What follows belongs to an exercise in optimizing a design on an open flow for small area; a production flow would make more cautious choices. Function was checked by simulation only, so behaviour that the tests miss may differ from the original. No activity file was given, so power comes from the tool's default toggle rates.

==> inputs of exp/raven <==
## pixel_generation
module pixel_generation(
    input clk,
    input reset,
    input video_on,
    input [9:0] x, y,
    input KEY_UP, KEY_DOWN, KEY_LEFT, KEY_RIGHT,
    output [11:0] rgb
    );
    reg [2:0] st;
    reg [9:0] sx;           
    reg [8:0] sy;           
    reg       dx2;          
    reg [1:0] dir;          
    wire [2:0] st_d;
    wire [9:0] sx_d;
    wire [8:0] sy_d;
    wire       dx2_e, dx2_v;
    wire [1:0] dir_d;
  wire new_n89, new_n90, new_n91, new_n92, new_n93, new_n94, new_n95,
    new_n96, new_n97, new_n98, new_n99, new_n100, new_n101, new_n102,
    new_n103, new_n104, new_n105, new_n106, new_n107, new_n108, new_n109,
    new_n110, new_n111, new_n112, new_n113, new_n114, new_n115, new_n116,
    new_n117, new_n118, new_n119, new_n120, new_n121, new_n122, new_n123,
    new_n124, new_n125, new_n126, new_n127, new_n128, new_n129, new_n130,
    new_n131, new_n132, new_n133, new_n134, new_n135, new_n136, new_n137,
    new_n138, new_n139, new_n140, new_n141, new_n142, new_n143, new_n144,
    new_n145, new_n146, new_n147, new_n148, new_n149, new_n150, new_n151,
    new_n152, new_n153, new_n154, new_n155, new_n156, new_n157, new_n158,
    new_n159, new_n160, new_n161, new_n162, new_n163, new_n164, new_n165,
    new_n166, new_n167, new_n168, new_n169, new_n170, new_n171, new_n172,
    new_n173, new_n174, new_n175, new_n176, new_n177, new_n178, new_n179,
    new_n180, new_n181, new_n182, new_n183, new_n184, new_n185, new_n186,
  ...
export LEC_CHECK = 0
export ABC_AREA = 1
export CAP_MARGIN = 20
export CORE_MARGIN = 2
export CORE_UTILIZATION = 40
export SLEW_MARGIN = 20
create_clock -name core_clock -period 10.0 [get_ports {clk}]
standard.sh (not shown) runs the stock make flow with config.mk's settings and CLKGATE_MAP_FILE= SYNTH_SCRIPT=/design/flow/synth_recipe.tcl, a recipe that flattens the netlist after the stock synthesis.
==> flow/flow/run.sh <==
#!/bin/bash
# Layout flow: the standard flow (standard.sh), except that
#  - synthesis maps the logic with an area-oriented ABC script (flow/area.abc)
#    instead of ORFS's delay-oriented one, and without extracting adder
#    cells first (flow/my_synth.tcl), and
#  - the port buffers are sky130_fd_sc_hd__buf_1 cells.
# Registers, floorplan, power grid, placement, CTS and routing are the
# standard flow's.
set -euo pipefail
WORK=$(pwd)
sed "s|SYNTH_SCRIPT=[^ ]*|SYNTH_SCRIPT=$WORK/flow/my_synth.tcl 'BUFFER_PORTS_ARGS=-buffer_cell sky130_fd_sc_hd__buf_1' 'MIN_BUF_CELL_AND_PORTS=sky130_fd_sc_hd__buf_1 A X'|" standard.sh > my_standard.sh
grep -q "SYNTH_SCRIPT=$WORK/flow/my_synth.tcl" my_standard.sh
bash my_standard.sh > flow_make.log 2>&1
==> flow/flow/area.abc <==
strash; &get -n; &dch; &nf -R 1000 -p; &put; topo
==> flow/flow/my_synth.tcl <==
proc synth {args} { yosys synth -nofsm -noshare {*}$args }
# area-oriented mapping: same synthesis, own ABC script
set ::my_abc_script [file join [file dirname [file normalize [info script]]] area.abc]
proc abc {args} {
  set i [lsearch -exact $args -script]
  if {$i >= 0} { set args [lreplace $args $i [expr {$i + 1}] -script $::my_abc_script] }
  yosys abc {*}$args
}
# no adder extraction: ABC maps the adders' gates with the rest of the logic
proc extract_fa {args} { }
source $::env(SCRIPTS_DIR)/synth.tcl
# left out here: clear keep_hierarchy, flatten, clean up, hide names made inside functions, write 1_2_yosys.v
==> exp/zinc (differences from exp/raven) <==
--- a/flow/flow/run.sh
+++ b/flow/flow/run.sh
@@ -10,3 +10,3 @@
 WORK=$(pwd)
-sed "s|SYNTH_SCRIPT=[^ ]*|SYNTH_SCRIPT=$WORK/flow/my_synth.tcl 'BUFFER_PORTS_ARGS=-buffer_cell sky130_fd_sc_hd__buf_1' 'MIN_BUF_CELL_AND_PORTS=sky130_fd_sc_hd__buf_1 A X'|" standard.sh > my_standard.sh
+sed "s|SYNTH_SCRIPT=[^ ]*|SYNTH_SCRIPT=$WORK/flow/my_synth.tcl 'BUFFER_PORTS_ARGS=-buffer_cell sky130_fd_sc_hd__buf_1' SYNTH_INSBUF=0|" standard.sh > my_standard.sh
 grep -q "SYNTH_SCRIPT=$WORK/flow/my_synth.tcl" my_standard.sh
==> exp/quartz (differences from exp/raven) <==
--- a/flow/flow/run.sh
+++ b/flow/flow/run.sh
@@ -10,3 +10,3 @@
 WORK=$(pwd)
-sed "s|SYNTH_SCRIPT=[^ ]*|SYNTH_SCRIPT=$WORK/flow/my_synth.tcl 'BUFFER_PORTS_ARGS=-buffer_cell sky130_fd_sc_hd__buf_1' 'MIN_BUF_CELL_AND_PORTS=sky130_fd_sc_hd__buf_1 A X'|" standard.sh > my_standard.sh
+sed "s|SYNTH_SCRIPT=[^ ]*|SYNTH_SCRIPT=$WORK/flow/my_synth.tcl 'BUFFER_PORTS_ARGS=-buffer_cell sky130_fd_sc_hd__buf_1'|" standard.sh > my_standard.sh
 grep -q "SYNTH_SCRIPT=$WORK/flow/my_synth.tcl" my_standard.sh
--- a/flow/config.mk
+++ b/flow/config.mk
@@ -8,5 +8,5 @@
 export ABC_AREA = 1
-export CAP_MARGIN = 20
+export CAP_MARGIN = 0
 export CORE_MARGIN = 2
 export CORE_UTILIZATION = 40
-export SLEW_MARGIN = 20
+export SLEW_MARGIN = 0
==> exp/sierra (differences from exp/raven) <==
--- a/flow/config.mk
+++ b/flow/config.mk
@@ -11,2 +11,3 @@
 export CORE_UTILIZATION = 40
+export CTS_BUF_LIST = sky130_fd_sc_hd__clkbuf_8
 export SLEW_MARGIN = 20
==> comparison table <==
quantity	exp/sierra	exp/zinc	exp/quartz	exp/raven
Run status	complete, no violations	complete, no violations	complete, no violations	complete, no violations
Power per Cell Area	144 nW/um2	150 nW/um2	146 nW/um2	149 nW/um2
Worst path slowest cell	sky130_fd_sc_hd__dfrtp_1	sky130_fd_sc_hd__xor2_1	sky130_fd_sc_hd__dfrtp_1	sky130_fd_sc_hd__dfrtp_1
Power of the combinational group	0.545 mW	0.556 mW	0.532 mW	0.546 mW
Clock group share of total power	8.2%	11.8%	12.3%	11.6%
Peak Freq	112 MHz	113 MHz	113 MHz	112 MHz
Placement Rows	39	39	40	39
Leak Pwr	1.71 nW	1.75 nW	1.73 nW	1.72 nW
Die Y-Extent	113 um	113 um	114 um	113 um
Maximum resistive drop on vdd	0.0694 mV	0.0692 mV	0.0556 mV	0.0733 mV
First DRT Iteration DRCs	1022	870	1203	1022
Post-route fraction of the period consumed by the critical path	89.2%	88.5%	88.5%	89.3%
GR Util met3	8.87%	11.6%	6.91%	8.82%


==> 04-12 <==
pixel_generation, a different RTL version from the one above (not shown whole).
export LEC_CHECK = 0
export ABC_AREA = 1
export CAP_MARGIN = 20
export CORE_MARGIN = 2
export CORE_UTILIZATION = 40
export CTS_BUF_LIST = sky130_fd_sc_hd__clkbuf_8
export GPL_TIMING_DRIVEN = 0
export SLEW_MARGIN = 20
create_clock -name core_clock -period 10.0 [get_ports {clk}]
==> flow/flow/run.sh <==
#!/bin/bash
# Layout flow: the standard flow (standard.sh), except that
#  - synthesis maps the logic with an area-oriented ABC script (flow/area.abc)
#    instead of ORFS's delay-oriented one, and without extracting adder
#    cells first (flow/my_synth.tcl),
#  - the buffers synthesis puts on outputs that share a net, and the port
#    buffers, are sky130_fd_sc_hd__buf_1 cells.
# Registers, floorplan, power grid, placement, CTS and routing are the
# standard flow's. All tool output goes to flow_make.log and ORFS's logs.
set -euo pipefail
WORK=$(pwd)
sed "s|SYNTH_SCRIPT=[^ ]*|SYNTH_SCRIPT=$WORK/flow/my_synth.tcl 'BUFFER_PORTS_ARGS=-buffer_cell sky130_fd_sc_hd__buf_1' 'MIN_BUF_CELL_AND_PORTS=sky130_fd_sc_hd__buf_1 A X'|" standard.sh > my_standard.sh
grep -q "SYNTH_SCRIPT=$WORK/flow/my_synth.tcl" my_standard.sh
bash my_standard.sh > flow_make.log 2>&1
==> flow/flow/area.abc <==
strash; &get -n; &dch; &nf -R 1000 -p -F 10 -A 6 -C 32; &put; topo
Scripts as last shown in full above: flow/flow/my_synth.tcl
==> 12-03: changes against 04-12 <==
--- a/flow/flow/run.sh
+++ b/flow/flow/run.sh
@@ -3,9 +3,8 @@
 #  - synthesis maps the logic with an area-oriented ABC script (flow/area.abc)
 #    instead of ORFS's delay-oriented one, and without extracting adder
-#    cells first (flow/my_synth.tcl),
-#  - the buffers synthesis puts on outputs that share a net, and the port
-#    buffers, are sky130_fd_sc_hd__buf_1 cells.
+#    cells first (flow/my_synth.tcl), and
+#  - the port buffers are sky130_fd_sc_hd__buf_1 cells.
 # Registers, floorplan, power grid, placement, CTS and routing are the
-# standard flow's. All tool output goes to flow_make.log and ORFS's logs.
+# standard flow's.
 set -euo pipefail
 WORK=$(pwd)
==> flow/flow/area.abc (replaced) <==
strash; &get -n; &dch; &nf -R 1000 -p; &put; topo
--- a/flow/config.mk
+++ b/flow/config.mk
@@ -11,4 +11,3 @@
 export CORE_UTILIZATION = 40
 export CTS_BUF_LIST = sky130_fd_sc_hd__clkbuf_8
-export GPL_TIMING_DRIVEN = 0
 export SLEW_MARGIN = 20
==> 07-26: changes against 04-12 <==
--- a/flow/config.mk
+++ b/flow/config.mk
@@ -9,6 +9,5 @@
 export CAP_MARGIN = 20
 export CORE_MARGIN = 2
-export CORE_UTILIZATION = 40
+export CORE_UTILIZATION = 65
 export CTS_BUF_LIST = sky130_fd_sc_hd__clkbuf_8
-export GPL_TIMING_DRIVEN = 0
 export SLEW_MARGIN = 20
==> qor summary <==
item	12-03	07-26	04-12
GR Util met1	0.464	0.567	0.379
Core area	10800 µm²	6680 µm²	10800 µm²
Post-synthesis compound-gate area fraction	0.389	0.394	0.394
Seq/Total Area, Yosys	0.142	0.144	0.144
Finished Core Util	0.448	0.706	0.449
Post-synthesis cell count	712	696	696
Final Non-Filler Cells	890	815	878
Clk Latency, worst-skew pair	0.28 ns	0.27 ns	0.28 ns
Static leakage power	1.55 nW	1.51 nW	1.53 nW
Net switching power	0.270 mW	0.246 mW	0.258 mW
1st-iter DRT viols	941	777	719
Critical path capture point	sx[4]$_DFF_PP0_	sx[9]$_DFF_PP0_	sy[4]$_DFF_PP0_
Met2 Resource Use GR	0.408	0.737	0.581
Share of the synthesized area in the top cell type	0.107	0.108	0.108
Start point of the worst hold path	sy[1]$_DFF_PP1_	sy[5]$_DFF_PP1_	sy[5]$_DFF_PP1_
Worst Hold Margin	0.540 ns	0.538 ns	0.531 ns
Portion of the layout cell area used by non-clock buffers	0.0420	0.0406	0.0416
Final critical path time including I/O delays and setup	9.26 ns	9.30 ns	9.32 ns
Outcome	complete, no violations	complete, no violations	complete, no violations
Final net count	778	763	766

==> what the ideal ports hide <==
How much do the figures lean on ideal ports? The routed layouts below were timed once more, with nothing changed but the port constraints. Step 1 sets driving cells, clkbuf_16 on the clock port and buf_2 on the other inputs (assumed; they add their load-dependent delay and slew). Step 2 times the ports against the registers' clock, not the clock port: input delays grow and output delays shrink by t, the midpoint of the rising clock arrivals with the driver on. Three values: no drivers, after step 1, after step 2; two values: the first two.
| run | t, ns | slack for setup (ns) | worst hold slack (ns) | worst setup path after step 2 | latest minus earliest clock arrival (ns) |
|---|---|---|---|---|---|
| exp/raven | 0.301 | 1.070 / 1.070 / 1.070 | 0.572 / 0.572 / 0.572 | register to register | 0.004 / 0.004 |
| exp/zinc | 0.301 | 1.147 / 1.147 / 1.147 | 0.575 / 0.575 / 0.575 | register to register | 0.001 / 0.002 |
| exp/quartz | 0.302 | 1.155 / 1.155 / 1.155 | 0.578 / 0.578 / 0.578 | register to register | 0.005 / 0.005 |
| exp/sierra | 0.309 | 1.078 / 1.078 / 1.078 | 0.576 / 0.576 / 0.576 | register to register | 0.005 / 0.005 |
| 04-12 | 0.302 | 0.677 / 0.677 / 0.677 | 0.531 / 0.531 / 0.531 | register to register | 0.003 / 0.004 |
| 12-03 | 0.301 | 0.742 / 0.742 / 0.742 | 0.540 / 0.540 / 0.540 | register to register | 0.019 / 0.018 |
| 07-26 | 0.299 | 0.700 / 0.700 / 0.700 | 0.538 / 0.538 / 0.538 | register to register | 0.008 / 0.008 |
After both steps setup and hold are still met in every run listed.
